What follows belongs to an exercise in optimizing a design on an open flow for small area, a short achievable clock period and few clock cycles; a production flow would make more cautious choices.

Design HLSM34, start of the top module:
module HLSM34 (Clk, Rst, Start, Done, a, b, c, d, zero, z);
For scale: about 4400 cells after synthesis, about 390 I/O pins.
==> flow/config.mk <==
export PLATFORM = sky130hd
export DESIGN_NAME = HLSM34
export DESIGN_NICKNAME = HLSM34
export VERILOG_FILES = /design/flow/design.v
export SDC_FILE = /design/flow/constraint.sdc
export NUM_CORES = 8
export LEC_CHECK = 0
export CAP_MARGIN = 10
export CORE_MARGIN = 2
export CORE_UTILIZATION = 60
export CTS_CLUSTER_DIAMETER = 100
export CTS_CLUSTER_SIZE = 24
export PLACE_DENSITY = 0.75
export SETUP_SLACK_MARGIN = 5
export SLEW_MARGIN = 10
export SYNTH_HIERARCHICAL = 1
export SYNTH_MINIMUM_KEEP_SIZE = 0
==> flow/constraint.sdc <==
create_clock -name core_clock -period 300.0 [get_ports {Clk}]
set_input_delay 60.0000 -clock core_clock [delete_from_list [all_inputs] [get_ports {Clk}]]
set_output_delay 60.0000 -clock core_clock [all_outputs]
set_load 0.01 [all_outputs]
standard.sh (not shown) runs the stock make flow with config.mk's settings and CLKGATE_MAP_FILE= SYNTH_SCRIPT=/design/flow/synth_recipe.tcl, a recipe that flattens the netlist after the stock synthesis.
==> flow/flow/run.sh <==
#!/bin/bash
# Layout flow: the standard flow, except that synthesis
#  - maps the logic with an area-oriented ABC script (flow/abc_area.script)
#    instead of ORFS's delay-oriented one, and
#  - extracts only full adders (extract_fa -fa); half adders are left to ABC;
# everything else in synthesis (registers included) is unchanged.  In the
# layout the port buffers are buf_1 cells, and repair_timing works on every
# path with less than 238.7 ns of setup slack at the design's 300 ns clock
# (the paths from the inputs and to the outputs, which set the achieved
# period), not only on failing ones.  Each step's full output goes to its own
# log file in this folder.
set -euo pipefail
rm -rf scripts
mkdir scripts
cp -r "$FLOW_HOME/scripts/." scripts/
cp flow/abc_area.script scripts/abc_speed.script
sed -i 's/extract_fa {\*}\[dont_use_extract_fa_args\]/extract_fa -fa/' scripts/synth.tcl
grep -q '^ *extract_fa -fa$' scripts/synth.tcl
bash standard.sh SCRIPTS_DIR="$PWD/scripts" synth > synth.log 2>&1
bash standard.sh "BUFFER_PORTS_ARGS=-buffer_cell sky130_fd_sc_hd__buf_1" SETUP_SLACK_MARGIN=238.7 finish > layout.log 2>&1
==> flow/flow/abc_area.script <==
&get -n
&st
&dch
&nf -a
&put
topo
dnsize -c
&get -n
&st
&dch
&nf -a
&put
topo
dnsize -c
Change:
--- a/flow/design.v
+++ b/flow/design.v
@@ -11,16 +11,17 @@
 	localparam M  = 8;               
 	localparam QW = 64 + 2*M;        
 	localparam CW = 3;  
 	localparam SW = 4;     
 	reg          busy;               
 	reg          ph;                 
 	reg          first;              
 	reg          okr;                
+	reg          prer;               
 	reg [CW-1:0] cnt;                
 	reg [SW-1:0] shr;                
 	reg [66:0]   ws, wc;             
 	reg [63:0]   B;                  
 	reg [QW-1:0] Q;                  
 	assign z = Q[63:0];
 	reg [63:0] Bn;
 	reg [5:0]  s;
@@ -30,17 +31,17 @@
 		for (l = 5; l >= 0; l = l - 1) begin
 			s[l] = ~|(Bn >> (64 - (1 << l)));
 			if (s[l]) Bn = Bn << (1 << l);
 		end
 	end
 	wire [6:0]    nmin = ({1'b0, s} + 7'd3) >> 1;                 
 	wire [CW-1:0] cf   = (nmin + M - 1) / M;               
 	wire [7:0]    shf  = 2 * M * cf - 2 - s;
-	wire [CW-1:0] cur  = first ? cf - 1'b1 : cnt;
+	wire [CW-1:0] cur  = first ? cf - 1'b1 - (ph & prer) : cnt;
 	wire [SW-1:0] shc  = first ? shf[SW-1:0] : shr;
 	wire          last = (cur == 0);
 	reg lt2;
 	integer k;
 	always @(*) begin
 		lt2 = 1'b0;
 		for (k = 0; k < 64; k = k + 1)
 			lt2 = (B[k] & wc[k]) | (B[k] & lt2) | (wc[k] & lt2);
@@ -165,24 +166,45 @@
 	wire [QW-1:0] Qr = Qn >> sa;
 	wire [QW-1:0] Qs = {Qn[QW-1:64], Qr[63:0]};
 	wire [2*M-1:0] lowmask = ~({2*M{1'b1}} << shc);
 	wire          lowz = ~|(V & lowmask);
 	wire          eq  = wzero & lowz & ok & ~Qh[HW-1];    
 	wire skip = first & ~ph & ~(okc & tzok);  
 	wire tocd = ~ph & (skip | (last & ~eq));
 	wire early = (|zero[63:60]) & ~(|b[63:60]);
-	wire s_c = busy ? tocd : early;
-	wire s_i = ~busy & ~early;
-	wire s_r = busy & ~tocd;
-	wire [66:0] wsc = {67{s_c}}, wsi = {67{s_i}}, wsr = {67{s_r}};
-	wire [63:0] bsc = {64{s_c}}, bsi = {64{s_i}}, bsr = {64{s_r}};
+	wire cpre = ~(|c[63:48]) & ~(|d[63:49]);
+	wire [7:0] s_c, s_i, s_r, s_p;
+	genvar gi;
+	generate
+		for (gi = 0; gi < 8; gi = gi + 1) begin : ldsel
+			ld_sel u_ld (.zhi(zero[63:60]), .bhi(b[63:60]), .busy(busy), .tocd(tocd),
+				.cpre(cpre), .sc(s_c[gi]), .sp(s_p[gi]), .si(s_i[gi]), .sr(s_r[gi]));
+		end
+	endgenerate
+	wire [66:0] wsc, wsp, wsi, wsr;           
+	wire [63:0] bsc, bsi, bsr;                
+	generate
+		for (gi = 0; gi < 67; gi = gi + 1) begin : wsel
+			assign wsc[gi] = s_c[gi / 17];
+			assign wsp[gi] = s_p[gi / 17];
+			assign wsi[gi] = s_i[gi / 17];
+			assign wsr[gi] = s_r[gi / 17];
+		end
+		for (gi = 0; gi < 64; gi = gi + 1) begin : bsel
+			assign bsc[gi] = s_c[4 + gi / 16] | s_p[4 + gi / 16];
+			assign bsi[gi] = s_i[4 + gi / 16];
+			assign bsr[gi] = s_r[4 + gi / 16];
+		end
+	endgenerate
 	always @(posedge Clk) begin
 		Q <= Qs;
-		ws <= (wsc & {3'b000, c}) | (wsi & {3'b000, a}) | (wsr & rs[M]);
+		ws <= (wsc & {3'b000, c}) | (wsp & {3'b000, c[47:0], 16'd0}) |
+		      (wsi & {3'b000, a}) | (wsr & rs[M]);
+		if (s_c[0] | s_p[0]) prer <= s_p[0];
 		wc <= (wsi & {3'b111, ~zero}) | (wsr & rc[M]);
 		B  <= (bsc & d) | (bsi & b) | (bsr & Bn);
 		first <= !busy || tocd;
 		cnt   <= cur - 1'b1;
 		shr   <= shc;
 		okr   <= ok;
 	end
 	always @(posedge Clk) begin
@@ -201,8 +223,19 @@
 	end
 endmodule
 module csa65 (x, y, t, s, c);
 	input  [64:0] x, y, t;
 	output [64:0] s, c;
 	assign s = x ^ y ^ t;
 	assign c = (x & y) | (x & t) | (y & t);
 endmodule
+module ld_sel (zhi, bhi, busy, tocd, cpre, sc, sp, si, sr);
+	input  [3:0] zhi, bhi;
+	input        busy, tocd, cpre;
+	output       sc, sp, si, sr;
+	wire early = (|zhi) & ~(|bhi);
+	wire ld    = busy ? tocd : early;
+	assign sc = ld & ~cpre;
+	assign sp = ld & cpre;
+	assign si = ~busy & ~early;
+	assign sr = busy & ~tocd;
+endmodule
Outcome: The changed run completed without violations. Cell area is higher by 2.8%. Wire length is higher by 9.4%. Clock skew is lower by 14 ps. Maximum frequency is lower by 0.63%. Non-clock buffer count is higher by 49. Critical path depth is higher by 2. Worst setup slack is worse by 390 ps. Worst hold slack is worse by 27 ps. Flip-flop and latch count is higher by 1. Clock-buffer cell count is unchanged. Area after synthesis is higher by 0.32%. Die area is higher by 0.31%. Via count is higher by 8.1%.
No run of this note included a check of the RTL's function; only the layout flow was run.

what the ideal ports hide:
The results above use ideal ports. As a check the final layouts listed here were re-extracted and re-timed, cells and wires unchanged.
Step 1, drivers: a clkbuf_16 drives Clk and a buf_2 each remaining input, both assumed.
Step 2 also shifts input and output timing later by t, the mid clock arrival at the registers, as if the neighbouring blocks saw the same clock.
Slacks: ideal ports / drivers / drivers and shift; pairs: ideal ports / drivers.
run	t (ns)	setup slack, ns	worst setup path after step 2
the first run	0.656	238.702 / 238.725 / 238.084	input to register
the second run	0.632	238.313 / 238.326 / 237.694	input to register
After both steps every run listed still meets setup and hold. For the second run, which loses most, drivers alone change the setup slack by +0.013 ns; drivers and shift together by -0.619 ns.
